This design comes from an exercise in tuning for small area, a short achievable clock period and few clock cycles per item on the open sky130 flow, not from production work.
No functional check of the RTL was part of any run shown here.
Power and IR drop assume default switching activity.

==> flow/design.v (outline; a module is shown in full before it is edited, if it fits) <==
// module mux2X1: 8 lines
// module carry_lookahead_adder_8_bit: 19 lines
// module CLA_8bit_slice: 38 lines
// module carry_lookahead_adder_32_bit: 13 lines
// module mpa_xor2: 3 lines
// module mpa_xnor2: 3 lines
// module mpa_and2: 3 lines
// module mpa_nand2: 3 lines
// module mpa_nor2: 3 lines
// module mpa_inv: 3 lines
// module mpa_aoi21: 3 lines
// module mpa_oai21: 3 lines
// module mpa_gp: 7 lines
// module mp_adder: 2083 lines
module mp_adder (
    input  wire         iAddSub,
    input  wire         iClk,
    input  wire         iRst,
    input  wire         iStart,
    input  wire [511:0] iOpA,
    input  wire [511:0] iOpB,
    output wire [512:0] oRes,
    output wire         oDone);
  // ...
==> flow/flow/run.sh <==
#!/bin/bash
# Standard ORFS layout (the standard.sh) with three changes to how it is done:
# - buffer_ports gives every input and output port a buf_1 cell (the resizer
#   still sizes them as timing needs) instead of the cell it picks by default;
# - the ports are placed in bit order round the die edge, each bit's
#   iOpA/iOpB/oRes side by side (flow/pinorder.tcl, before place_pins);
# - before the resize step's repair_design, high-fanout nets get buffer trees
#   built from their sinks' locations (flow/pre_resize.tcl, flow/tree.tcl).
set -euo pipefail
export BUFFER_PORTS_ARGS="-buffer_cell sky130_fd_sc_hd__buf_1"
export PRE_IO_PLACEMENT_TCL="$(pwd)/flow/pinorder.tcl"
export PRE_RESIZE_TCL="$(pwd)/flow/pre_resize.tcl"
bash standard.sh > standard_flow.log 2>&1
==> flow/flow/pinorder.tcl <==
# Place the ports in bit order around the die: bit i's iOpA[i], iOpB[i] and
# oRes[i] sit next to each other, bits 0..511 go round the die edge (bottom
# left to right, right edge upwards, top right to left, left edge downwards),
# and the control ports fill the gap between bit 511 and bit 0.
proc po_slots {} {
  set block [ord::get_db_block]
  set die [$block getDieArea]
  set dbu [$block getDbUnitsPerMicron]
  set W [expr {[$die xMax] / double($dbu)}]
  set H [expr {[$die yMax] / double($dbu)}]
  set m 10.0
  set slots {}
  # bottom: met2 tracks x = 0.23 + 0.46k, two tracks apart
  for {set x [expr {0.23 + 0.46 * ceil(($m - 0.23) / 0.46)}]} {$x <= $W - $m} {set x [expr {$x + 0.92}]} {
    lappend slots [list met2 $x 0.0]
  }
  # right: met3 tracks y = 0.34 + 0.68k
  for {set y [expr {0.34 + 0.68 * ceil(($m - 0.34) / 0.68)}]} {$y <= $H - $m} {set y [expr {$y + 1.36}]} {
    lappend slots [list met3 $W $y]
  }
  # top, right to left
  set top {}
  for {set x [expr {0.23 + 0.46 * ceil(($m - 0.23) / 0.46)}]} {$x <= $W - $m} {set x [expr {$x + 0.92}]} {
    lappend top [list met2 $x $H]
  }
  set slots [concat $slots [lreverse $top]]
  # left, top to bottom
  set left {}
  for {set y [expr {0.34 + 0.68 * ceil(($m - 0.34) / 0.68)}]} {$y <= $H - $m} {set y [expr {$y + 1.36}]} {
    lappend left [list met3 0.0 $y]
  }
  return [concat $slots [lreverse $left]]
}

proc po_place {name slot} {
  lassign $slot layer x y
  if {$layer == "met2"} { set sz {0.14 0.485} } else { set sz {0.8 0.3} }
  place_pin -pin_name $name -layer $layer -location [list $x $y] -pin_size $sz -force_to_die_boundary
}

proc po_all {} {
  set slots [po_slots]
  set ns [llength $slots]
  set ctrl {iClk iRst iStart iAddSub oDone oRes[512]}
  # bits spread evenly over the ring, leaving room for the control ports at the end
  set nbits 512
  set used [expr {3 * $nbits + [llength $ctrl]}]
  if {$used > $ns} { error "pinorder: $used ports but only $ns slots" }
  set step [expr {double($ns - [llength $ctrl]) / $nbits}]
  for {set i 0} {$i < $nbits} {incr i} {
    set s [expr {int(floor($i * $step))}]
    po_place "iOpA\[$i\]" [lindex $slots $s]
    po_place "iOpB\[$i\]" [lindex $slots [expr {$s + 1}]]
    po_place "oRes\[$i\]" [lindex $slots [expr {$s + 2}]]
  }
  set s [expr {$ns - [llength $ctrl]}]
  foreach c $ctrl {
    po_place $c [lindex $slots $s]
    incr s
  }
  puts "pinorder: placed [expr {3 * $nbits + [llength $ctrl]}] ports on $ns slots"
}
po_all
==> flow/flow/pre_resize.tcl <==
# Runs inside ORFS's resize step (3_4), after global placement and before its
# repair_design: every signal net with more than 12 sinks gets a buffer tree
# built from its sinks' placed locations (flow/tree.tcl), instead of the
# chain of buffers that repair_design would lay along the net.
source [file join [file dirname [info script]] tree.tcl]
bt_all 12 12 8 {sky130_fd_sc_hd__buf_4 sky130_fd_sc_hd__buf_8}
==> flow/flow/tree.tcl <==
# Buffer trees for high-fanout signal nets, built by recursive bisection of
# the sinks' placed locations (a leaf buffer drives at most LEAF sinks that
# lie close together; upper levels drive at most UP buffers each).
proc bt_split {pts maxn} {
  # pts: list of {pin x y}; returns a list of clusters of at most maxn points
  if {[llength $pts] <= $maxn} { return [list $pts] }
  set xs [lmap p $pts {lindex $p 1}]
  set ys [lmap p $pts {lindex $p 2}]
  set dx [expr {[tcl::mathfunc::max {*}$xs] - [tcl::mathfunc::min {*}$xs]}]
  set dy [expr {[tcl::mathfunc::max {*}$ys] - [tcl::mathfunc::min {*}$ys]}]
  set k [expr {$dx >= $dy ? 1 : 2}]
  set s [lsort -real -index $k $pts]
  # split into halves whose sizes are multiples of maxn where possible
  set n [llength $s]
  set nc [expr {($n + $maxn - 1) / $maxn}]
  set h [expr {(($nc + 1) / 2) * $maxn}]
  if {$h >= $n} { set h [expr {$n / 2}] }
  return [concat [bt_split [lrange $s 0 [expr {$h - 1}]] $maxn] [bt_split [lrange $s $h end] $maxn]]
}

proc bt_sinks {net} {
  set pts {}
  foreach it [$net getITerms] {
    if {[$it isOutputSignal]} { continue }
    set inst [$it getInst]
    set bb [$inst getBBox]
    set x [expr {([$bb xMin] + [$bb xMax]) / 2.0}]
    set y [expr {([$bb yMin] + [$bb yMax]) / 2.0}]
    lappend pts [list "[$inst getName]/[[$it getMTerm] getName]" $x $y]
  }
  return $pts
}

proc bt_net {netname leaf up cells} {
  set block [ord::get_db_block]
  set dbu [$block getDbUnitsPerMicron]
  set lvl 0
  set maxn $leaf
  while {1} {
    set net [$block findNet $netname]
    set pts [bt_sinks $net]
    if {[llength $pts] <= $maxn} { break }
    set cell [lindex $cells [expr {min($lvl, [llength $cells] - 1)}]]
    set i 0
    foreach cl [bt_split $pts $maxn] {
      set sx 0.0; set sy 0.0
      foreach p $cl { set sx [expr {$sx + [lindex $p 1]}]; set sy [expr {$sy + [lindex $p 2]}] }
      set cx [expr {$sx / [llength $cl] / $dbu}]
      set cy [expr {$sy / [llength $cl] / $dbu}]
      set pins [get_pins [lmap p $cl {lindex $p 0}]]
      insert_buffer -buffer_cell $cell -net [get_nets $netname] -load_pins $pins -location [list $cx $cy] \
        -buffer_name "bt_${lvl}_${i}_$netname"
      incr i
    }
    puts "bt_net $netname: level $lvl, $i buffers of $cell"
    incr lvl
    set maxn $up
  }
}

# all signal nets with more than minfo sinks (clock nets excluded)
proc bt_all {minfo leaf up cells} {
  set block [ord::get_db_block]
  set names {}
  foreach net [$block getNets] {
    if {[$net getSigType] != "SIGNAL"} { continue }
    if {[$net isSpecial]} { continue }
    set n 0
    set drv 0
    foreach it [$net getITerms] { if {[$it isOutputSignal]} { incr drv } else { incr n } }
    if {$drv != 1 || $n <= $minfo} { continue }
    if {[llength [$net getBTerms]] > 0} { continue }
    lappend names [$net getName]
  }
  foreach nm $names { bt_net $nm $leaf $up $cells }
}
==> flow/standard.sh <==
#!/bin/bash
# synth_recipe.tcl (not shown) runs the flow's synth.tcl, then flattens the netlist and writes it again
# the make line also repeats each setting of config.mk as NAME=value (left out here)
make -C /OpenROAD-flow-scripts/flow DESIGN_CONFIG=/design/flow/config.mk WORK_HOME=/design/flow/orfs CLKGATE_MAP_FILE= SYNTH_SCRIPT=/design/flow/synth_recipe.tcl "${@:-finish}"
==> flow/config.mk <==
export PLATFORM = sky130hd
export DESIGN_NAME = mp_adder
export DESIGN_NICKNAME = mp_adder
export VERILOG_FILES = /design/flow/design.v
export SDC_FILE = /design/flow/constraint.sdc
export NUM_CORES = 4
export LEC_CHECK = 0
export CAP_MARGIN = 20
export CORE_AREA = 10 10 550 550
export DIE_AREA = 0 0 560 560
export GPL_TIMING_DRIVEN = 0
export SLEW_MARGIN = 20
export SYNTH_HIERARCHICAL = 1
==> flow/constraint.sdc <==
create_clock -name core_clock -period 5.0 [get_ports {iClk}]
set_input_delay 1.0000 -clock core_clock [delete_from_list [all_inputs] [get_ports {iClk}]]
set_output_delay 1.0000 -clock core_clock [all_outputs]
set_load 0.01 [all_outputs]
==> results.py, run 1 <==
metrics = {
    "run_status": {
        "outcome": "no timing/DRC/antenna violations",
    },
    "detailed_routing": {
        "drt_iter0_drc": 850,
        "wl_met3_mm": 6.05,
        "ant_nets": 0,
        "top_layer_used": "met4",
    },
    "critical_path": {
        "crit_family": "buffers and inverters",
        "cp_max_fo": 12,
        "crit_path_end_kind": "flip-flop",
        "cp_slowest_stage_delay_ns": 0.34,
        "crit_arrival_ns": 5.18,
        "startpoint": "iAddSub",
    },
    "sta": {
        "maxSlewViolCount": 0,
        "final.period_utilization": 0.948,
        "relSlewSlack": 0.599,
    },
    "clocking": {
        "path_clk_slew_ns": 0.08,
        "cts_tree": "built",
        "cts_max_level": 4,
        "cts_setup_buffers": 16,
        "cts_resized": 50,
        "cts_num_sinks": 129,
    },
    "global_route": {
        "grt_max_degree": 13,
        "antenna_found_initial": 3,
        "grt.overflow.total": 0,
    },
    "synthesis": {
        "synth_commonest_cells": "1280 x xor2_1, 704 x nand2_1, 513 x a21oi_2",
        "synth_top_family_by_area": "XOR/XNOR gates",
        "synth_compound_area_frac": 0.223,
        "synth_async_sr_flop_share": 0,
    },
    "cells_and_area": {
        "nets": 6978,
        "seq_cells": 129,
        "top_regs": "rC (127), rCout (1), rDone (1)",
        "largest_reg_flops": 127,
        "multi_input_area_share": 0.650,
        "buffer_area_frac": 0.151,
        "drive_above_1_share": 0.149,
    },
    "min_path": {
        "hold_depth": 2,
    },
    "die": {
        "dieArea_sq_um": 314000,
        "die_w_um": 560,
        "pin_count": 0,
    },
    "power": {
        "vdd_ir_drop_max_mv": 0.127,
        "leakage_nw": 16.0,
        "combPwrFrac": 0.704,
    },
    "placement": {
        "io_buffers": 1541,
        "placed_cells": 9796,
        "routabilityCongestion": 0.760,
    },
}
==> run 2: changes to the inputs <==
--- a/flow/config.mk
+++ b/flow/config.mk
@@ -9,5 +9,6 @@
 export CORE_AREA = 10 10 550 550
 export DIE_AREA = 0 0 560 560
 export GPL_TIMING_DRIVEN = 0
+export SETUP_SLACK_MARGIN = 0.5
 export SLEW_MARGIN = 20
 export SYNTH_HIERARCHICAL = 1
==> results.py, run 2 <==
metrics = {
    "placement": {
        "place_ws_ns": -2.49,
        "placed_cells": 9795,
        "dpl-instance-area_sq_um": 43100,
        "dpl.hpwl_mm": 93.8,
        "routabilityCongestion": 0.757,
        "io_buffers": 1541,
    },
    "detailed_routing": {
        "wire_per_inst_um": 11.3,
        "ant_nets": 0,
        "drt_iter0_drc": 774,
        "wl_mm": 111,
        "vias_per_cell": 3.38,
        "drt_first_pass_iters": 5,
        "drc_errors": 0,
        "num_vias": 33510,
    },
    "clocking": {
        "cts_buffer_depth": 3,
        "path_clk_slew_ns": 0.08,
        "cts_max_level": 4,
        "cts_root_buf": "clkbuf_16",
        "cts_tree": "built",
        "hold_buffers": 0,
        "numCtsBuffers": 25,
        "cts_num_sinks": 129,
    },
    "critical_path": {
        "required_ns": 5.49,
        "path_class": "in2reg",
        "startpoint": "iAddSub",
        "crit_path_end_kind": "flip-flop",
        "crit_chain": "buf_8 > buf_16 > buf_16 > buf_6 > xor2_1 > xor2_1 > nand2_1 > nor3b_4 > nand2_1 > nor2_4 > nand2_1 > o21ai_4 > buf_6 > a21oi_4 > buf_12 > buf_12 > clkinvlp_4 > buf_6 > a21oi_2 > o21ai_1",
        "slowest_stage": "xor2_1",
        "cp_max_fo": 12,
        "start_kind": "input pin",
        "cp_slowest_stage_delay_ns": 0.29,
        "crit_arrival_ns": 4.92,
    },
    "synthesis": {
        "yosysMostFrequentCell": "xor2_1",
        "synth_commonest_cells": "1280 x xor2_1, 704 x nand2_1, 513 x a21oi_2",
        "synth-main-ff-cell": "dfxtp_1",
        "synth_edf_count": 0,
        "synth-seq-cells": 129,
        "ys_warn_count": 7,
        "ys_seq_area_frac": 0.0818,
        "synth_async_sr_flop_share": 0,
        "synth_area_leaders": "xor2_1 35%, a21oi_2 14%, nand2_1 8.4%, dfxtp_1 8.2%, xnor2_1 7.1%",
        "synth_cell_types": 15,
        "synthesis.instances": 4284,
        "syn-num-nets": 5312,
        "synth_area_per_cell_sq_um": 7.37,
        "yosys.area.top_type": "xor2_1",
        "syn_area_sq_um": 31600,
        "synth_top_cell_area_share": 0.355,
    },
    "sta": {
        "maxSlewViolCount": 0,
        "worstMarginPinSlew_ns": 0.594,
        "finalCriticalPeriod_ns": 4.43,
        "holdWs_ns": 0.642,
        "setup_viol": 0,
        "finalHoldViolCount": 0,
        "timing.final.ws_setup_ns": 0.573,
        "clock.fmax_mhz": 226,
        "rsz0062_at_grt": "yes",
        "relSlewSlack": 0.602,
        "final.period_utilization": 0.885,
    },
    "power": {
        "total_power_w": 0.0110,
        "vdd_ir_drop_max_mv": 0.139,
        "leakage_nw": 16.6,
        "p_per_area_nw_per_um2": 238,
    },
    "global_route": {
        "grt_usage": 0.0659,
        "grt_pass1_wl_mm": 171,
        "grt.overflow.total": 0,
        "grt_pass1_vias": 34846,
        "antenna_found_initial": 4,
        "grt_max_degree": 13,
    },
    "run_status": {
        "outcome": "no timing/DRC/antenna violations",
    },
    "die": {
        "fp.coreArea_sq_um": 291000,
        "dieArea_sq_um": 314000,
        "start_util": 0.109,
        "pin_count": 0,
        "rows": 198,
        "die_w_um": 560,
        "fp.dieH_um": 560,
    },
    "cells_and_area": {
        "multi_input_area_sq_um": 30100,
        "drive_above_1_share": 0.178,
        "nets": 7026,
        "fin_area_sq_um": 46200,
        "top_regs": "rC (127), rCout (1), rDone (1)",
        "final_cell_mix": "1540 x buf_1, 1200 x xor2_1, 691 x nand2_1, 502 x a21oi_2, 300 x o21ai_1",
        "final_cells": 9905,
        "regMostFlops": "rC",
        "final_common_cell": "buf_1",
        "fillers": 33481,
        "syn2layout_area_growth_pct": 46.2,
        "largest_reg_flops": 127,
        "seqCellArea_sq_um": 2580,
    },
    "min_path": {
        "hp-start": "iRst",
        "worstHoldPathType": "in2reg",
    },
    "run": {
        "drv_cap": 0,
    },
}
## run 2: stage by stage
step | utilization | setup TNS (ns)
5_1_grt | 0.159 | 0
4_1_cts | 0.154 | 0
6_report | 0.159 | 0
3_3_place_gp | 0.146 | -
2_1_floorplan | - | 0
3_5_place_dp | 0.148 | -123.98
## run 2: critical path, delay by kind of cell
family | cells | cell delay, ns
buf+inv | 9 | 1.68
simple gates | 5 | 1.00
xor+xnor | 2 | 0.53
compound gates | 4 | 0.49
## run 2: path summary, 6_finish.rpt
check	to	slack [ns]	cells after the start
worst min-delay path	rDone	0.64	2
worst max-delay path	rC[126]	0.57	20
## run 2: final cells by class
type / count / share of cell area
clock inverters: 5 / 0.00168
repair buffers: 1687 / 0.157
diodes: 1 / 0.0000542
inverters: 182 / 0.0150
well taps: 3900 / 0.106
plain buffers: 1 / 0.000163
multi-input cells: 3972 / 0.651
clock buffers: 28 / 0.0140
flip-flops and latches: 129 / 0.0559
## run 2: kinds of logic after synthesis
family,Yosys count,synth area share
xor+xnor,1536,0.426
buf+inv,183,0.0219
flops,129,0.0818
compound gates,961,0.223
simple gates,1475,0.247
## run 2: what timing repair did
item | CTS | global route
endpoints found under the setup margin | 210 | 79
resized for setup | 131 | 176
buffers inserted | 43 | 33
pin swaps | 44 | 86
## run 2: modules after synthesis (local to each module, per instance)
module / cells / copies in the design
mp_adder: 132 / 1
mpa_gp: 6 / 128
mpa_aoi21: 1 / 513
mpa_xnor2: 1 / 256
mpa_xor2: 1 / 1280
mpa_and2: 1 / 256
mpa_oai21: 1 / 320
mpa_inv: 1 / 182
mpa_nand2: 1 / 448
mpa_nor2: 1 / 129
## run 2: metal layers
| layer | track usage | routed length (um) | vias to the layer above |
|---|---|---|---|
| li1 | - | - | 17413 |
| met1 | 0.0660 | 41600 | 15173 |
| met2 | 0.132 | 61000 | 816 |
| met3 | 0.0154 | 5980 | 108 |
| met4 | 0.0207 | 2900 | 0 |
| met5 | 0 | 0 | - |
## run 2: power by group
group	switching [W]	total (W)	internal (W)
registers	0.000177	0.00142	0.00124
logic	0.00477	0.00781	0.00305
clock network	0.000755	0.00177	0.00102
total	0.00570	0.0110	0.00530

[re-timing with driven ports]
Ports are ideal in the flow. The routed layouts listed here were re-timed in OpenROAD. Step 1 sets driving cells, clkbuf_16 on the clock port and buf_2 on the other inputs (assumed; they add their load-dependent delay and slew). Step 2 times the ports against the registers' clock, not the clock port: input delays grow and output delays shrink by t, the midpoint of the rising clock arrivals with the driver on. Three values: ideal ports, drivers, drivers and shift; two values: the first two.
run | t, ns | setup slack, ns | clock arrival spread, ns | worst register clock-pin slew, ns | pins driven straight from the clock port
run 1 | 0.651 | 0.260 / 0.308 / -0.343 | 0.020 / 0.020 | 0.08 / 0.08 | 1
run 2 | 0.652 | 0.573 / 0.585 / -0.041 | 0.020 / 0.020 | 0.08 / 0.08 | 1
Met with ideal ports but missed after step 2: setup timing in run 1 and run 2. The setup slack of run 2, which loses most, moves by +0.012 ns with the drivers and by -0.614 ns with both steps.
